From an optimization exercise on the open Yosys and OpenROAD flow, aimed at small area; shortcuts taken in it are not production practice. Power is estimated from default activity; no workload was simulated.

==> flow/design.v <==
module c_xor2  (input a, b, output y); assign y = a ^ b;     endmodule
module c_xnor2 (input a, b, output y); assign y = ~(a ^ b);  endmodule
module c_and2  (input a, b, output y); assign y = a & b;     endmodule
module c_nand2 (input a, b, output y); assign y = ~(a & b);  endmodule
module c_nor2  (input a, b, output y); assign y = ~(a | b);  endmodule
module c_aoi21 (input a1, a2, b1, output y); assign y = ~((a1 & a2) | b1); endmodule
module c_aoi222 (input a1, a2, b1, b2, c1, c2, output y);
    assign y = ~((a1 & a2) | (b1 & b2) | (c1 & c2));
endmodule
module alu (
    input  [15:0] a,
    input  [15:0] b,
    input         sub,       
    input         s_sum,     
    input         s_g,       
    input         s_p,       
    input         s_ltu,     
    input         ld,        
    input  [15:0] ld_data,
    output [15:0] sum,
    output [15:0] wd,        
    output        eq         
);
    wire [15:0] t, p, g, rn, ln;
    wire [16:0] c;           
    assign c[0] = sub;
    genvar k;
    generate
        for (k = 0; k < 16; k = k + 1) begin : bit_
            c_xor2  u_t (.a(b[k]), .b(sub), .y(t[k]));
            c_xor2  u_p (.a(a[k]), .b(t[k]), .y(p[k]));
            if (k % 2 == 0) begin : ev
                c_and2  u_g (.a(a[k]), .b(t[k]), .y(g[k]));
                c_aoi21 u_c (.a1(p[k]), .a2(c[k]), .b1(g[k]), .y(c[k+1]));
                c_xor2  u_s (.a(p[k]), .b(c[k]), .y(sum[k]));
            end else begin : od
                wire gn;   
                c_nor2  u_gn (.a(a[k]), .b(t[k]), .y(gn));
                c_nor2  u_g  (.a(p[k]), .b(gn), .y(g[k]));
                c_aoi21 u_c  (.a1(p[k]), .a2(c[k]), .b1(gn), .y(c[k+1]));
                c_xnor2 u_s  (.a(p[k]), .b(c[k]), .y(sum[k]));
            end
            c_aoi222 u_r (.a1(s_sum), .a2(sum[k]), .b1(s_g), .b2(g[k]),
                          .c1(s_p), .c2(p[k]), .y(rn[k]));
            c_nand2 u_l (.a(ld), .b(ld_data[k]), .y(ln[k]));
            if (k == 0) begin : b0
                wire ltn;
                assign ltn = ~(s_ltu & ~c[16]);
                assign wd[k] = ~(rn[k] & ln[k] & ltn);
            end else begin : bn
                c_nand2 u_w (.a(rn[k]), .b(ln[k]), .y(wd[k]));
            end
        end
    endgenerate
    assign eq = ~|p;
endmodule
module rf_aoi222 (
    input  a1, a2, b1, b2, c1, c2,
    output y
);
    assign y = ~((a1 & a2) | (b1 & b2) | (c1 & c2));
endmodule
module rf_nand2 (
    input  a, b,
    output y
);
    assign y = ~(a & b);
endmodule
module rf_read_bit (
    input  [31:0] sel,
    input  [31:0] d,
    output        y
);
    wire [11:0] n;
    genvar g;
    generate
        for (g = 0; g < 10; g = g + 1) begin : grp
            rf_aoi222 u (.a1(sel[3*g]),   .a2(d[3*g]),
                         .b1(sel[3*g+1]), .b2(d[3*g+1]),
                         .c1(sel[3*g+2]), .c2(d[3*g+2]), .y(n[g]));
        end
    endgenerate
    rf_nand2 u_30 (.a(sel[30]), .b(d[30]), .y(n[10]));
    rf_nand2 u_31 (.a(sel[31]), .b(d[31]), .y(n[11]));
    assign y = ~&n;
endmodule
module rf_read_bit31 (
    input  [31:1] sel,
    input  [31:1] d,
    output        y
);
    wire [10:0] n;
    genvar g;
    generate
        for (g = 0; g < 10; g = g + 1) begin : grp
            rf_aoi222 u (.a1(sel[3*g+1]), .a2(d[3*g+1]),
                         .b1(sel[3*g+2]), .b2(d[3*g+2]),
                         .c1(sel[3*g+3]), .c2(d[3*g+3]), .y(n[g]));
        end
    endgenerate
    rf_nand2 u_31 (.a(sel[31]), .b(d[31]), .y(n[10]));
    assign y = ~&n;
endmodule
module pc_add (
    input  [15:1] pc,
    input  [15:1] offs,
    output [15:1] sum
);
    wire [15:1] p, g;
    wire [16:1] c;           
    assign c[1] = 1'b0;
    genvar k;
    generate
        for (k = 1; k < 16; k = k + 1) begin : bit_
            c_xor2 u_p (.a(pc[k]), .b(offs[k]), .y(p[k]));
            if (k == 1) begin : first
                c_nand2 u_c (.a(pc[k]), .b(offs[k]), .y(c[k+1]));
                assign sum[k] = p[k];
            end else if (k % 2 == 1) begin : od
                c_and2  u_g (.a(pc[k]), .b(offs[k]), .y(g[k]));
                c_aoi21 u_c (.a1(p[k]), .a2(c[k]), .b1(g[k]), .y(c[k+1]));
                c_xor2  u_s (.a(p[k]), .b(c[k]), .y(sum[k]));
            end else begin : ev
                wire gn;
                c_nor2  u_gn (.a(pc[k]), .b(offs[k]), .y(gn));
                c_aoi21 u_c  (.a1(p[k]), .a2(c[k]), .b1(gn), .y(c[k+1]));
                c_xnor2 u_s  (.a(p[k]), .b(c[k]), .y(sum[k]));
            end
        end
    endgenerate
endmodule
module rv16_core (
    input         clk,
    input         rst,
    output [15:0] imem_addr,
    input  [31:0] imem_rdata,
    output [15:0] dmem_addr,
    output [15:0] dmem_wdata,
    output        dmem_we,
    output        dmem_re,
    input  [15:0] dmem_rdata
);
    wire [31:0] i = imem_rdata;
    wire [4:0]  rd  = i[11:7];
    wire [2:0]  f3  = i[14:12];
    wire [4:0]  rs1 = i[19:15];
    wire [4:0]  rs2 = i[24:20];
    wire op_r   = i[6:0] == 7'b0110011;
    wire op_i   = i[6:0] == 7'b0010011;
    wire op_ld  = i[6:0] == 7'b0000011;
    wire op_st  = i[6:0] == 7'b0100011;
    wire op_br  = i[6:0] == 7'b1100011;
    wire op_jal = i[6:0] == 7'b1101111;
    wire jal_p = i[2];                       
    wire rb_p  = (i[5] & i[4]) | (i[6] & ~i[2]);   
    wire s_p   = i[5];                       
    wire ri_p  = i[4];                       
    wire ld_p  = ~i[4] & ~i[2];              
    reg  [15:1] pc;
    reg  [15:0] rf [1:31];
    wire [15:0] a, b;
    wire [31:1] sel_a0, sel_a1, sel_b0, sel_b1, we0, we1;
    wire [3:0] lo_a_n, lo_b_n, lo_w_n;
    wire [7:0] hi_a_n, hi_b_n, hi_w_n;
    wire       wen;
    genvar gk, gj;
    generate
        for (gk = 0; gk < 4; gk = gk + 1) begin : pdl
            assign lo_a_n[gk] = ~(rs1[1:0] == gk);
            assign lo_b_n[gk] = ~(rs2[1:0] == gk);
            assign lo_w_n[gk] = ~(rd[1:0] == gk);
        end
        for (gk = 0; gk < 8; gk = gk + 1) begin : pdh
            assign hi_a_n[gk] = ~(rs1[4:2] == gk && !jal_p);
            assign hi_b_n[gk] = ~(rs2[4:2] == gk);
            assign hi_w_n[gk] = ~(rd[4:2] == gk && wen);
        end
        for (gk = 1; gk < 32; gk = gk + 1) begin : dec
            c_nor2 ua0 (.a(hi_a_n[gk/4]), .b(lo_a_n[gk%4]), .y(sel_a0[gk]));
            c_nor2 ua1 (.a(hi_a_n[gk/4]), .b(lo_a_n[gk%4]), .y(sel_a1[gk]));
            c_nor2 ub0 (.a(hi_b_n[gk/4]), .b(lo_b_n[gk%4]), .y(sel_b0[gk]));
            c_nor2 ub1 (.a(hi_b_n[gk/4]), .b(lo_b_n[gk%4]), .y(sel_b1[gk]));
            c_nor2 uw0 (.a(hi_w_n[gk/4]), .b(lo_w_n[gk%4]), .y(we0[gk]));
            c_nor2 uw1 (.a(hi_w_n[gk/4]), .b(lo_w_n[gk%4]), .y(we1[gk]));
        end
        for (gj = 0; gj < 16; gj = gj + 1) begin : rbit
            wire [31:0] col_a, col_b;
            assign col_a[0] = 1'b0;
            assign col_b[0] = 1'b0;
            for (gk = 1; gk < 32; gk = gk + 1) begin : c
                assign col_a[gk] = rf[gk][gj];
                assign col_b[gk] = rf[gk][gj];
            end
            wire [31:0] da = {col_a[31:1], gj == 0 ? 1'b0 : pc[gj]};
            wire [31:0] sa = {gj < 8 ? sel_a0 : sel_a1, jal_p};
            rf_read_bit ua (.sel(sa), .d(da), .y(a[gj]));
            rf_read_bit31 ub (.sel(gj < 8 ? sel_b0 : sel_b1), .d(col_b[31:1]), .y(b[gj]));
        end
    endgenerate
    wire [15:0] imm_i = {{4{i[31]}}, i[31:20]};
    wire [15:0] imm_s = {{4{i[31]}}, i[31:25], i[11:7]};
    wire [15:0] imm_b = {{4{i[31]}}, i[7], i[30:25], i[11:8], 1'b0};
    wire [15:0] imm_j = {i[15:12], i[20], i[30:21], 1'b0};
    wire [15:0] opb = jal_p ? 16'd4 :
                      rb_p  ? b :
                      s_p   ? imm_s : imm_i;
    wire        arith = op_r | op_i;
    wire        sub   = ri_p & f3[0] & ~f3[1];
    wire [15:0] sum, wd;
    wire        eq;
    wire        nl = ~ld_p;
    alu u_alu (
        .a(a), .b(opb), .sub(sub),
        .s_sum(nl & (jal_p | (f3[2:1] == 2'b00))),
        .s_g  (nl & !jal_p && (f3 == 3'd2 || f3 == 3'd3)),
        .s_p  (nl & !jal_p && (f3 == 3'd3 || f3 == 3'd4)),
        .s_ltu(nl & !jal_p && f3 == 3'd5),
        .ld(ld_p), .ld_data(dmem_rdata),
        .sum(sum), .wd(wd), .eq(eq)
    );
    wire        taken  = op_jal | (op_br & (eq ^ f3[0]));
    wire [15:1] offs   = taken ? (jal_p ? imm_j[15:1] : imm_b[15:1]) : 15'd2;
    wire [15:1] pc_nxt;
    pc_add u_pc_add (.pc(pc), .offs(offs), .sum(pc_nxt));
    assign      wen = (arith | op_ld | op_jal) & ~rst;
    integer k;
    always @(posedge clk) begin
        for (k = 1; k < 32; k = k + 1) begin
            if (we0[k]) rf[k][7:0]  <= wd[7:0];
            if (we1[k]) rf[k][15:8] <= wd[15:8];
        end
        pc <= rst ? 15'd0 : pc_nxt;
    end
    assign imem_addr  = {pc, 1'b0};
    assign dmem_addr  = sum;
    assign dmem_wdata = b;
    assign dmem_we    = op_st;
    assign dmem_re    = op_ld;
endmodule
==> flow/config.mk <==
export PLATFORM = sky130hd
export DESIGN_NAME = rv16_core
export DESIGN_NICKNAME = rv16_core
export VERILOG_FILES = /design/flow/design.v
export SDC_FILE = /design/flow/constraint.sdc
export NUM_CORES = 4
export LEC_CHECK = 0
export CAP_MARGIN = 20
export CORE_MARGIN = 2
export CORE_UTILIZATION = 40
export CTS_CLUSTER_DIAMETER = 100
export CTS_CLUSTER_SIZE = 30
export SLEW_MARGIN = 20
export SYNTH_HIERARCHICAL = 1
export SYNTH_MINIMUM_KEEP_SIZE = 0
==> flow/constraint.sdc <==
create_clock -name core_clock -period 11.0 [get_ports {clk}]
set_input_delay 2.2000 -clock core_clock [delete_from_list [all_inputs] [get_ports {clk}]]
set_output_delay 2.2000 -clock core_clock [all_outputs]
set_load 0.01 [all_outputs]
standard.sh (not shown) runs the stock make flow with config.mk's settings and CLKGATE_MAP_FILE= SYNTH_SCRIPT=/design/flow/synth_recipe.tcl, a recipe that flattens the netlist after the stock synthesis.
==> flow/flow/run.sh <==
#!/bin/bash
# The standard layout, with the smallest buffer on the ports.
set -euo pipefail
bash standard.sh BUFFER_PORTS_ARGS="-buffer_cell sky130_fd_sc_hd__buf_1" finish > make.log 2>&1
Then changed:
--- a/flow/design.v
+++ b/flow/design.v
@@ -149,15 +149,10 @@
     wire op_i   = i[6:0] == 7'b0010011;
     wire op_ld  = i[6:0] == 7'b0000011;
     wire op_st  = i[6:0] == 7'b0100011;
     wire op_br  = i[6:0] == 7'b1100011;
     wire op_jal = i[6:0] == 7'b1101111;
-    wire jal_p = i[2];                       
-    wire rb_p  = (i[5] & i[4]) | (i[6] & ~i[2]);   
-    wire s_p   = i[5];                       
-    wire ri_p  = i[4];                       
-    wire ld_p  = ~i[4] & ~i[2];              
     reg  [15:1] pc;
     reg  [15:0] rf [1:31];
     wire [15:0] a, b;
     wire [31:1] sel_a0, sel_a1, sel_b0, sel_b1, we0, we1;
     wire [3:0] lo_a_n, lo_b_n, lo_w_n;
@@ -169,11 +164,11 @@
             assign lo_a_n[gk] = ~(rs1[1:0] == gk);
             assign lo_b_n[gk] = ~(rs2[1:0] == gk);
             assign lo_w_n[gk] = ~(rd[1:0] == gk);
         end
         for (gk = 0; gk < 8; gk = gk + 1) begin : pdh
-            assign hi_a_n[gk] = ~(rs1[4:2] == gk && !jal_p);
+            assign hi_a_n[gk] = ~(rs1[4:2] == gk && !op_jal);
             assign hi_b_n[gk] = ~(rs2[4:2] == gk);
             assign hi_w_n[gk] = ~(rd[4:2] == gk && wen);
         end
         for (gk = 1; gk < 32; gk = gk + 1) begin : dec
             c_nor2 ua0 (.a(hi_a_n[gk/4]), .b(lo_a_n[gk%4]), .y(sel_a0[gk]));
@@ -190,38 +185,38 @@
             for (gk = 1; gk < 32; gk = gk + 1) begin : c
                 assign col_a[gk] = rf[gk][gj];
                 assign col_b[gk] = rf[gk][gj];
             end
             wire [31:0] da = {col_a[31:1], gj == 0 ? 1'b0 : pc[gj]};
-            wire [31:0] sa = {gj < 8 ? sel_a0 : sel_a1, jal_p};
+            wire [31:0] sa = {gj < 8 ? sel_a0 : sel_a1, op_jal};
             rf_read_bit ua (.sel(sa), .d(da), .y(a[gj]));
             rf_read_bit31 ub (.sel(gj < 8 ? sel_b0 : sel_b1), .d(col_b[31:1]), .y(b[gj]));
         end
     endgenerate
     wire [15:0] imm_i = {{4{i[31]}}, i[31:20]};
     wire [15:0] imm_s = {{4{i[31]}}, i[31:25], i[11:7]};
     wire [15:0] imm_b = {{4{i[31]}}, i[7], i[30:25], i[11:8], 1'b0};
     wire [15:0] imm_j = {i[15:12], i[20], i[30:21], 1'b0};
-    wire [15:0] opb = jal_p ? 16'd4 :
-                      rb_p  ? b :
-                      s_p   ? imm_s : imm_i;
+    wire [15:0] opb = (op_r | op_br) ? b :
+                      op_st  ? imm_s :
+                      op_jal ? 16'd4 : imm_i;
     wire        arith = op_r | op_i;
-    wire        sub   = ri_p & f3[0] & ~f3[1];
+    wire        sub   = arith & f3[0] & ~f3[1];
     wire [15:0] sum, wd;
     wire        eq;
-    wire        nl = ~ld_p;
+    wire        nl = ~op_ld;
     alu u_alu (
         .a(a), .b(opb), .sub(sub),
-        .s_sum(nl & (jal_p | (f3[2:1] == 2'b00))),
-        .s_g  (nl & !jal_p && (f3 == 3'd2 || f3 == 3'd3)),
-        .s_p  (nl & !jal_p && (f3 == 3'd3 || f3 == 3'd4)),
-        .s_ltu(nl & !jal_p && f3 == 3'd5),
-        .ld(ld_p), .ld_data(dmem_rdata),
+        .s_sum(nl & (op_jal | (f3[2:1] == 2'b00))),
+        .s_g  (nl & !op_jal && (f3 == 3'd2 || f3 == 3'd3)),
+        .s_p  (nl & !op_jal && (f3 == 3'd3 || f3 == 3'd4)),
+        .s_ltu(nl & !op_jal && f3 == 3'd5),
+        .ld(op_ld), .ld_data(dmem_rdata),
         .sum(sum), .wd(wd), .eq(eq)
     );
     wire        taken  = op_jal | (op_br & (eq ^ f3[0]));
-    wire [15:1] offs   = taken ? (jal_p ? imm_j[15:1] : imm_b[15:1]) : 15'd2;
+    wire [15:1] offs   = taken ? (op_jal ? imm_j[15:1] : imm_b[15:1]) : 15'd2;
     wire [15:1] pc_nxt;
     pc_add u_pc_add (.pc(pc), .offs(offs), .sum(pc_nxt));
     assign      wen = (arith | op_ld | op_jal) & ~rst;
     integer k;
     always @(posedge clk) begin
Sequential share of layout area hardly moves.
Wire length grows by a few percent.
Total power drops by a few percent.
Final area hardly moves.
Via count increases by a few percent.
Utilization is higher by 0.63 points.
Register-to-register slack got worse by 270 ps.
Clock-buffer cell count climbs by 1.
Global-route usage goes up by 2.1 points.
Flip-flop and latch count is unchanged.
Worst setup slack got worse by 230 ps.
No functional check of the RTL was part of any run of this note.

-- port drivers added, routing unchanged --
How much do the figures lean on ideal ports? The routed layouts below were timed once more, with nothing changed but the port constraints. Step 1: set_driving_cell puts a clkbuf_16 on clk and a buf_2 on each other input, an assumption about the parent block. Step 2, shift: input delay + t, output delay - t, t = (earliest + latest rising clock arrival at the registers) / 2. This alone moves slack from input paths to output paths. a / b / c = ideal / step 1 / step 2; a / b = the first two.
| run | t (ns) | slack for setup (ns) | clock arrival spread, ns |
|---|---|---|---|
| the first run | 0.629 | 0.475 / 0.450 / 0.450 | 0.021 / 0.021 |
| the second run | 0.638 | 0.248 / 0.223 / 0.223 | 0.022 / 0.022 |
After both steps every run listed still meets setup and hold.
